Context: an optimization exercise on an open-source flow, tuned for small area. The choices shown serve that exercise and are no tape-out recipe. Only simulation tests tie the RTL to the original design; equivalence was not proved. Power figures rest on the tool's default switching activity, not on a simulated workload. The clock port is modelled as an ideal driver; clocking choices that lean on that would not hold on a real chip.

==> v11 <==
==> flow/design.v <==
module router_fifo(clk,resetn,read_enb,write_enb,hdr_load,data_in,data_out,full,empty,soft_reset);
input clk,resetn,read_enb,write_enb,hdr_load;
input [7:0]data_in;
output reg [7:0]data_out;
output full,empty;
output soft_reset;
reg [7:0]mem[15:0];
reg [4:0]last;
reg cnt_zero;      
reg [5:0]cnt;      
reg hdr;           
reg [4:0]timer;    
integer i;
assign empty = last[4];
assign full  = (last == 5'd15);
wire rd = read_enb && !empty;
wire wr = write_enb && !full;
wire [7:0] m1[7:0], m2[3:0], m3[1:0];
genvar g;
generate
	for(g=0;g<8;g=g+1) begin : l1
		assign m1[g] = last[0] ? mem[2*g+1] : mem[2*g];
	end
	for(g=0;g<4;g=g+1) begin : l2
		assign m2[g] = last[1] ? m1[2*g+1] : m1[2*g];
	end
	for(g=0;g<2;g=g+1) begin : l3
		assign m3[g] = last[2] ? m2[2*g+1] : m2[2*g];
	end
endgenerate
wire [7:0] head = last[3] ? m3[1] : m3[0];
assign soft_reset = (timer == 5'b10000);
always@(posedge clk)
	if(!resetn || empty || read_enb)
		timer <= 5'b00000;
	else if(soft_reset)
		timer <= 5'b00001;
	else
		timer <= {timer[3:0], ~(timer[4] ^ timer[2])};
always@(posedge clk)
	if(wr) begin
		mem[0] <= data_in;
		for(i=1;i<16;i=i+1)
			mem[i] <= mem[i-1];
	end
always@(posedge clk)
	if(!resetn || soft_reset) begin
		last <= 5'h1f;
		cnt_zero <= 1'b1;
		data_out <= 8'd0;
	end else begin
		if(wr && !rd)
			last <= last + 5'd1;
		else if(rd && !wr)
			last <= last - 5'd1;
		if(rd)
			cnt_zero <= !hdr && (cnt_zero || cnt == 6'd0);
		if(cnt_zero && data_out != 8'd0)
			data_out <= 8'd0;
		else if(rd)
			data_out <= head;
	end
always@(posedge clk)
	if(rd)
		cnt <= hdr ? head[7:2] : cnt - 6'd1;
always@(posedge clk)
	if(!resetn)
		hdr <= 1'b0;
	else if(hdr_load)
		hdr <= 1'b1;
	else if(soft_reset || rd)
		hdr <= 1'b0;
endmodule
module router_fsm(clk,resetn,pkt_valid,data_in,empty,full,soft_rst,write_en,hdr_load,busy,err,d_out);
input clk,resetn,pkt_valid;
input [7:0]data_in;
input [2:0]empty,full,soft_rst;
output [2:0]write_en;
output [2:0]hdr_load;
output busy;
output reg err;
output reg [7:0]d_out;
localparam Decode_address=3'b000,
		  Load_first_data=3'b001,
		  Load_data=3'b010,
		  Fifo_full_state=3'b011,
		  Load_after_full=3'b100,
		  Load_parity=3'b101,
		  Check_parity_error=3'b110,
		  Wait_till_empty=3'b111;
reg [2:0]state,next_state;
reg [1:0]addr;
reg [7:0]full_byte;      
reg [7:0]parity_diff;    
reg parity_done,low_pkt_valid;
wire da  = (state==Decode_address);
wire lfd = (state==Load_first_data);
wire ld  = (state==Load_data);
wire laf = (state==Load_after_full);
wire cpe = (state==Check_parity_error);
wire [2:0] din_dec = {data_in[1:0]==2'd2, data_in[1:0]==2'd1, data_in[1:0]==2'd0};
wire [2:0] addr_dec = {addr==2'd2, addr==2'd1, addr==2'd0};
wire fifo_full = |(full & addr_dec);
wire sr_hit = |(soft_rst & din_dec);
assign hdr_load = lfd ? addr_dec : 3'b000;
assign write_en = (ld || laf || state==Load_parity) ? addr_dec : 3'b000;
assign busy = !(da || ld);
always@(*) begin
	next_state = state;
	case(state)
	Decode_address:
		if(pkt_valid && |din_dec)
			next_state = |(empty & din_dec) ? Load_first_data : Wait_till_empty;
	Load_first_data: next_state = Load_data;
	Load_data:
		if(fifo_full) next_state = Fifo_full_state;
		else if(!pkt_valid) next_state = Load_parity;
	Fifo_full_state:
		if(!fifo_full) next_state = Load_after_full;
	Load_after_full:
		if(parity_done) next_state = Decode_address;
		else if(low_pkt_valid) next_state = Load_parity;
		else next_state = Load_data;
	Load_parity: next_state = Check_parity_error;
	Check_parity_error:
		next_state = fifo_full ? Fifo_full_state : Decode_address;
	Wait_till_empty:
		if(|(empty & addr_dec)) next_state = Load_first_data;
	endcase
end
always@(posedge clk)
	if(!resetn || sr_hit)
		state <= Decode_address;
	else
		state <= next_state;
always@(posedge clk)
	if(da)
		addr <= data_in[1:0];
always@(posedge clk)
	if(da || (ld && !fifo_full))
		d_out <= data_in;
	else if(laf)
		d_out <= full_byte;
always@(posedge clk)
	if(ld)
		full_byte <= data_in;
wire take_parity = (ld && !pkt_valid && !fifo_full) || (laf && low_pkt_valid && !parity_done);
always@(posedge clk)
	if(cpe && !pkt_valid)
		parity_diff <= 8'd0;
	else if(da)
		parity_diff <= data_in;
	else if((ld && pkt_valid) || take_parity)
		parity_diff <= parity_diff ^ data_in;
always@(posedge clk)
	if(!resetn)
		parity_done <= 1'b0;
	else if(take_parity)
		parity_done <= 1'b1;
	else if(da)
		parity_done <= 1'b0;
always@(posedge clk)
	if(!resetn || cpe)
		low_pkt_valid <= 1'b0;
	else if(!pkt_valid && ld)
		low_pkt_valid <= 1'b1;
always@(posedge clk)
	if(!resetn)
		err <= 1'b0;
	else
		err <= parity_done && (parity_diff != 8'd0);
endmodule
module router_top(
input clk,resetn,read_enb_0,read_enb_1,read_enb_2,pkt_valid,
input [7:0]data_in,
output valid_out_0,valid_out_1,valid_out_2,error,busy,
output [7:0]data_out_0,data_out_1,data_out_2
);
wire [2:0] empty, full, soft_rst, write_en;
wire [7:0] data;
wire [2:0] hdr_load;
router_fsm fsm1(.clk(clk), .resetn(resetn), .pkt_valid(pkt_valid), .data_in(data_in),
  .empty(empty), .full(full), .soft_rst(soft_rst), .write_en(write_en),
  .hdr_load(hdr_load), .busy(busy), .err(error), .d_out(data));
router_fifo fifo1(.clk(clk), .resetn(resetn), .read_enb(read_enb_0), .write_enb(write_en[0]),
  .hdr_load(hdr_load[0]), .data_in(data), .data_out(data_out_0),
  .full(full[0]), .empty(empty[0]), .soft_reset(soft_rst[0]));
router_fifo fifo2(.clk(clk), .resetn(resetn), .read_enb(read_enb_1), .write_enb(write_en[1]),
  .hdr_load(hdr_load[1]), .data_in(data), .data_out(data_out_1),
  .full(full[1]), .empty(empty[1]), .soft_reset(soft_rst[1]));
router_fifo fifo3(.clk(clk), .resetn(resetn), .read_enb(read_enb_2), .write_enb(write_en[2]),
  .hdr_load(hdr_load[2]), .data_in(data), .data_out(data_out_2),
  .full(full[2]), .empty(empty[2]), .soft_reset(soft_rst[2]));
assign valid_out_0 = ~empty[0];
assign valid_out_1 = ~empty[1];
assign valid_out_2 = ~empty[2];
endmodule
==> flow/flow/run.sh <==
#!/bin/bash
# The standard ORFS layout with three changes:
#  - synthesis maps logic with an area-oriented ABC script (flow/area.abc);
#  - the port buffers are the smallest buffer, buf_1;
#  - floorplan removes synthesis buffers instead of repairing timing on
#    wire-load estimates;
#  - clock tree synthesis clusters up to 32 sinks and inserts no dummy loads.
set -euo pipefail
HERE=$(pwd)
export OWN_ABC_SCRIPT="$HERE/flow/area.abc"
export BUFFER_PORTS_ARGS="-buffer_cell sky130_fd_sc_hd__buf_1"
export REMOVE_ABC_BUFFERS=1
export CTS_ARGS="-sink_clustering_enable -repair_clock_nets -sink_clustering_size 32 -sink_clustering_max_diameter 100 -buf_list sky130_fd_sc_hd__clkbuf_16 -dont_use_dummy_load"
cat flow/synth_head.tcl synth_recipe.tcl > own_synth.tcl
sed "s|SYNTH_SCRIPT=[^ ]*|SYNTH_SCRIPT=$HERE/own_synth.tcl|" standard.sh > own_standard.sh
grep -q "SYNTH_SCRIPT=$HERE/own_synth.tcl" own_standard.sh
bash own_standard.sh > standard.log 2>&1
==> flow/flow/area.abc <==
strash
dch -f
amap -m -F 4 -A 8
==> flow/flow/synth_head.tcl <==
# Prepended to synth_recipe.tcl: the technology mapping uses flow/area.abc
# (area-oriented mapping) in place of ORFS's speed script. Nothing else in
# the synthesis changes.
proc abc {args} {
  set i [lsearch -exact $args -script]
  if { $i >= 0 } { lset args [expr {$i + 1}] $::env(OWN_ABC_SCRIPT) }
  yosys abc {*}$args
}
==> flow/standard.sh <==
#!/bin/bash
# synth_recipe.tcl (not shown) runs the flow's synth.tcl, then flattens the netlist and writes it again
# the make line also repeats each setting of config.mk as NAME=value (left out here)
make -C /OpenROAD-flow-scripts/flow DESIGN_CONFIG=/design/flow/config.mk WORK_HOME=/design/flow/orfs CLKGATE_MAP_FILE= SYNTH_SCRIPT=/design/flow/synth_recipe.tcl "${@:-finish}"
==> flow/config.mk <==
export PLATFORM = sky130hd
export DESIGN_NAME = router_top
export DESIGN_NICKNAME = router_top
export VERILOG_FILES = /design/flow/design.v
export SDC_FILE = /design/flow/constraint.sdc
export NUM_CORES = 4
export LEC_CHECK = 0
export CAP_MARGIN = 20
export CORE_MARGIN = 2
export CORE_UTILIZATION = 40
export CTS_BUF_LIST = sky130_fd_sc_hd__clkbuf_16
export CTS_CLUSTER_DIAMETER = 100
export CTS_CLUSTER_SIZE = 32
export SLEW_MARGIN = 20
==> flow/constraint.sdc <==
create_clock -name core_clock -period 5.0 [get_ports {clk}]
set_input_delay 1.0000 -clock core_clock [delete_from_list [all_inputs] [get_ports {clk}]]
set_output_delay 1.0000 -clock core_clock [all_outputs]
set_load 0.01 [all_outputs]
==> v37 (differences from v11) <==
--- a/flow/design.v
+++ b/flow/design.v
@@ -149,6 +149,6 @@
 	if(cpe && !pkt_valid)
 		parity_diff <= 8'd0;
-	else if(da)
-		parity_diff <= data_in;
+	else if(lfd)
+		parity_diff <= d_out;
 	else if((ld && pkt_valid) || take_parity)
 		parity_diff <= parity_diff ^ data_in;
==> flow/run.sh (new file) <==
#!/bin/bash
# synth_recipe.tcl (not shown) runs the flow's synth.tcl, then flattens the netlist and writes it again
# the make line also repeats each setting of config.mk as NAME=value (left out here)
make -C /OpenROAD-flow-scripts/flow DESIGN_CONFIG=/design/flow/config.mk WORK_HOME=/design/flow/orfs CLKGATE_MAP_FILE= SYNTH_SCRIPT=/design/flow/synth_recipe.tcl finish
- CTS_CLUSTER_DIAMETER: 100 -> 80
- CTS_CLUSTER_SIZE: 32 -> 25
removed: flow/flow/run.sh
removed: flow/flow/area.abc
removed: flow/flow/synth_head.tcl
removed: flow/standard.sh
==> impl_metrics.csv <==
group,metric,value,unit
grt,grtUsageMet2,0.206,
pwr,power_density,501,nW/um^2
run_status,status,"no timing/DRC/antenna violations",
synthesis,synth_mux_area_frac,0.139,
placed_design,hpwlAfterDp,22000,um
synthesis,synth.area.top_cells,"edfxtp_1, mux4_2, dfxtp_1, nand2_1, a21oi_1",
grt,grt_max_degree,86,
routing,wl_met2,15400,um
grt,grt_pass1_vias,9693,
pwr,power_leakage,7.18,nW
routing,vias,9720,
sta,fin_hold_ws,0.414,ns
pwr,pg_clk,0.00249,W
synthesis,synthXorXnorAreaFrac,0.0142,
pwr,pg_seq,0.00610,W
placed_design,dpl_worst_slack,1.37,ns
sta,period_share,0.724,
critical_path,worst-path-stages,6,
floorplan,die_w,226,um
the above is filed under v37

==> impl_metrics.csv <==
group,metric,value,unit
floorplan,die_w,222,um
synthesis,synthXorXnorAreaFrac,0.00138,
run_status,status,"no timing/DRC/antenna violations",
sta,fin_hold_ws,0.428,ns
clocking,holdBufCountCts,0,
synthesis,synth_mux_area_frac,0,
grt,grt_max_degree,81,
grt,grtUsageMet2,0.237,
grt,grt_pass1_vias,11100,
pwr,power_leakage,6.20,nW
critical_path,worst-path-stages,7,
routing,vias,11600,
routing,wl_met2,17900,um
clocking,clock-root-buffer,"clkbuf_16",
the above is filed under v11

==> separate check: timing with driven ports <==
The results above use ideal ports. As a check the final layouts listed here were re-extracted and re-timed, cells and wires unchanged. Step 1 assumes that a clkbuf_16 drives the clock port and a buf_2 every other input. Step 2 moves the port delays by t, midway between the first and last clock arrival at a register: inputs arrive t later, outputs are due t later. That takes back most of the time a late clock gives input paths. Slacks: ideal / step 1 / step 2; pairs: ideal / step 1.
run	t (ns)	setup WS [ns]	slew at the worst register clock pin (ns)
v11	0.601	1.315 / 1.315 / 1.299	0.12 / 0.12
v37	0.628	1.378 / 1.378 / 1.378	0.10 / 0.10
After both steps setup and hold are still met in every run listed. The setup slack of v11, which loses most, moves by 0.000 ns with the drivers and by -0.016 ns with both steps.
